What follows belongs to an exercise in optimizing a design on an open flow for a short achievable clock period and few clock cycles; a production flow would make more cautious choices. Only simulation tests tie the RTL to the original design; equivalence was not proved.

==> inputs of tundra <==
Design mips, start of the top module:
module mips(input  logic       clk, reset,
            input  logic [7:0] memdata,
            output logic [7:0] adr,
            output logic       memread, memwrite,
            output logic [7:0] writedata);
==> flow/config.mk <==
export PLATFORM = sky130hd
export DESIGN_NAME = mips
export DESIGN_NICKNAME = mips
export VERILOG_FILES = /design/flow/design.v
export SDC_FILE = /design/flow/constraint.sdc
export NUM_CORES = 4
export LEC_CHECK = 0
export ABC_CLOCK_PERIOD_IN_PS = 2400
export CAP_MARGIN = 40
export CELL_PAD_IN_SITES_DETAIL_PLACEMENT = 1
export CELL_PAD_IN_SITES_GLOBAL_PLACEMENT = 2
export CORE_MARGIN = 2
export CORE_UTILIZATION = 20
export PLACE_DENSITY = 0.4
export SETUP_SLACK_MARGIN = 2.0
export SLEW_MARGIN = 40
==> flow/constraint.sdc <==
create_clock -name core_clock -period 5.5 [get_ports {clk}]
set_input_delay 1.1000 -clock core_clock [delete_from_list [all_inputs] [get_ports {clk}]]
set_output_delay 1.1000 -clock core_clock [all_outputs]
set_load 0.01 [all_outputs]
run.sh (not shown) runs the stock make flow with config.mk's settings and CLKGATE_MAP_FILE= SYNTH_SCRIPT=/design/flow/synth_recipe.tcl, a recipe that flattens the netlist after the stock synthesis.
==> umber (differences from tundra) <==
--- a/flow/design.v
+++ b/flow/design.v
@@ -67,28 +67,27 @@
   logic [5:0]  e_bt, e_pc;
   logic        w_v;                  
   logic [7:0]  w_a;
   logic [15:0] w_hi;                 
   logic [2:0]  w_rt;
   logic [8:0]  cand [0:15];
   logic        w_fv;                 
-  logic        w_vh;                 
   logic [7:0]  w_fd;
   logic        ms1, ms2;             
   logic        ms1_wb, ms2_wb;       
   logic [2:0]  ms1_rt, ms2_rt;
   logic        rp_q;                 
   logic [5:0]  rp_pc;
   logic       w_hit, w_miss;
   logic [7:0] w_d;
   always_comb begin
     logic [8:0] c2;
     c2 = '0;
     for (int g = 0; g < 16; g++) c2 = c2 | ({9{w_hi[g]}} & cand[g]);
-    w_hit = w_fv || w_vh;
+    w_hit = w_fv || c2[8];
     w_d   = w_fv ? w_fd : c2[7:0];
   end
   assign w_miss = w_v && !w_hit;
   logic       e_ok;
   assign e_ok = e_v && !rp_q;
   logic [7:0] sum, dif, alu_o, st_a;
   assign sum   = e_a + e_b;
@@ -141,15 +140,15 @@
     else if (ms2 && ms2_wb && ms2_rt != 3'd0 && ms2_rt == d_rt) d_b0 = rec_d;
     else                                              d_b0 = rfr(d_rt);
     d_a = fa_e ? alu_o : d_a0;
     d_b = fb_e ? alu_o : d_b0;
   end
   logic d_go, jredir;
   assign d_go   = ir_v && !dstall && !btaken && !rp_q;
-  assign jredir = ir_v && d_j && !btaken && !rp_q;
+  assign jredir = d_go && d_j;
   logic [7:0] d_la;
   assign d_la = rfr(d_rs) + ir[7:0];
   always_ff @(posedge clk) begin
     if (reset) e_v <= 1'b0;
     else       e_v <= d_go && !d_j;
     e_r   <= d_r;
     e_lb  <= d_lb;
@@ -209,22 +208,17 @@
       r_adv  = r_adv  | (pch[(w + 63) % 64] & rdy_q[w]);
       r_skip = r_skip | (lath[w] & rdy_q[w]);
       r_bt   = r_bt   | (bth[w] & rdy_q[w]);
       r_j    = r_j    | (jth[w] & rdy_q[w]);
       r_rp   = r_rp   | (rph[w] & rdy_q[w]);
     end
   end
-  logic        sk_v;
-  logic [31:0] sk;
-  logic [5:0]  sk_pc;
-  logic f_push, skip, pop, flush;
-  assign f_push = frdy && !sk_v;
-  assign skip   = la_j;
-  assign pop    = d_go;
-  assign flush  = rp_q || btaken || jredir;
+  logic ir_ld, skip;
+  assign ir_ld = frdy && !(ir_v && dstall);
+  assign skip  = la_j;
   always_ff @(posedge clk) begin
     if (reset) begin
       pcw <= 6'd0;
       pch <= 64'd1;
       la_j <= 1'b0;
       frdy <= 1'b0;
     end else if (rp_q) begin
@@ -238,58 +232,38 @@
       la_j <= 1'b0;
       frdy <= r_bt;
     end else if (jredir) begin
       pcw <= ir[5:0];
       pch <= jth;
       la_j <= 1'b0;
       frdy <= r_j;
-    end else if (f_push && skip) begin
+    end else if (ir_ld && skip) begin
       pcw <= la_t;
       pch <= lath;
       la_j <= lat_j; la_t <= lat_t;
       frdy <= r_skip;
-    end else if (f_push) begin
+    end else if (ir_ld) begin
       pcw <= pcw + 6'd1;
       pch <= {pch[62:0], pch[63]};
       la_j <= la2_j; la_t <= la2_t;
       frdy <= r_adv;
     end else
       frdy <= r_hold;
-    if (reset || flush) begin
-      ir_v <= 1'b0;
-      sk_v <= 1'b0;
-    end else if (pop || !ir_v) begin
-      ir_v <= sk_v || f_push;
-      sk_v <= 1'b0;
-    end else if (f_push)
-      sk_v <= 1'b1;
-    if (pop || !ir_v) begin
-      ir    <= sk_v ? sk : fword;
-      ir_pc <= sk_v ? sk_pc : pcw;
-    end
-    if (!sk_v) begin
-      sk    <= fword;
-      sk_pc <= pcw;
+    if (reset || rp_q || btaken || jredir) ir_v <= 1'b0;
+    else if (!(ir_v && dstall))            ir_v <= frdy;
+    if (ir_ld) begin
+      ir    <= fword;
+      ir_pc <= pcw;
     end
   end
   always_ff @(posedge clk) begin
     if (reset) w_v <= 1'b0;
     else       w_v <= le && !w_miss;
     w_a  <= e_la;
     w_hi <= oh16(e_hi);
-    begin
-      logic [15:0] hh;
-      logic        vh;
-      hh = oh16(e_hi);
-      vh = 1'b0;
-      for (int g = 0; g < 16; g++)
-        for (int l = 0; l < 16; l++)
-          vh = vh | (hh[g] & e_lo[l] & mv[16*g+l]);
-      w_vh <= vh;
-    end
     w_rt <= e_lrt;
     for (int g = 0; g < 16; g++) begin
       logic [8:0] c;
       c = '0;
       for (int l = 0; l < 16; l++)
         c = c | ({9{e_lo[l]}} & {mv[16*g+l], md[16*g+l]});
       cand[g] <= c;
CAP_MARGIN = 20   (was 40)
CELL_PAD_IN_SITES_DETAIL_PLACEMENT = not set   (was 1)
CELL_PAD_IN_SITES_GLOBAL_PLACEMENT = not set   (was 2)
CORE_UTILIZATION = 40   (was 20)
PLACE_DENSITY = not set   (was 0.4)
SETUP_SLACK_MARGIN = 2.9   (was 2.0)
SLEW_MARGIN = 20   (was 40)
==> comparison <==
umber stopped in 5_1_grt. tundra completed without violations.
Of tundra and umber, tundra has the higher area after synthesis (gap 0.48%, measured against umber).
Between tundra and umber, the lower synthesized cell count is in umber (gap 1.4%, measured against umber).
==> figures <==
Post-Synth Adder-Cell Area: umber 0.00968; tundra 0.00964
Sequential-to-total area share from yosys stat: umber 0.617; tundra 0.616
Post-CTS sizing: umber 1,501; tundra 224
Share of the synthesized area in compound gates (AO/OA/AOI/OAI): umber 0.198; tundra 0.195
Outcome: umber did not finish; tundra timing/DRC/antenna clean
Failing step: umber 5_1_grt; tundra -
Final estimated routing congestion in global placement: umber 1.33; tundra 1.13
Synthesized netlist net count: umber 12,600; tundra 12,800
Syn_area_per_cell: umber 12.2 um^2; tundra 12.1 um^2
Post-synth cell types: umber 91; tundra 92
Post-Syn Area: umber 152,000 um^2; tundra 153,000 um^2
Share of Yosys cell area claimed by the top area cell type: umber 0.421; tundra 0.419
Cells after synthesis: umber 12,500; tundra 12,700
Post-CTS repair timing setup buffer count: umber 574; tundra 79
Die span in y: umber 621 um; tundra 879 um
Total number of placement rows: umber 226; tundra 321
Worst slack at placement: umber 0.422 ns; tundra 0.535 ns
Chip width: umber 621 um; tundra 879 um
Total clock sinks: umber 3,631; tundra 3,646
Area share of xor/xnor cells in the synthesized design: umber 0.0320; tundra 0.0317
Area share of and/or/nand/nor cells after synthesis: umber 0.0988; tundra 0.103
Flops & latches, synth: umber 3,631; tundra 3,646
Starting Density: umber 0.402; tundra 0.201
TritonCTS Buffers: umber 392; tundra 458
Testbench counts of tundra, summed over its fixed seeds: cycles 64,364.
Testbench counts of umber, summed over its fixed seeds: cycles 64,361.

==> port drivers added, routing unchanged <==
The flow's constraints put no driver on any port. The routed layout listed below was extracted and timed again, unchanged, in two steps. Step 1: set_driving_cell puts a clkbuf_16 on clk and a buf_2 on each other input, an assumption about the parent block. Step 2 also shifts input and output timing later by t, the mid clock arrival at the registers, as if the neighbouring blocks saw the same clock. a / b / c = ideal / step 1 / step 2; a / b = the first two.
run: tundra
shift t [ns]: 1.284
setup slack, ns: 1.624 / 1.624 / 1.527
hold slack, ns: 0.370 / 0.277 / 0.370
slew at the worst register clock pin (ns): 0.07 / 0.07
worst slew at a driven data input, ns: 0.06
After both steps setup and hold are still met in tundra. The setup slack of tundra moves by 0.000 ns with the drivers and by -0.097 ns with both steps.
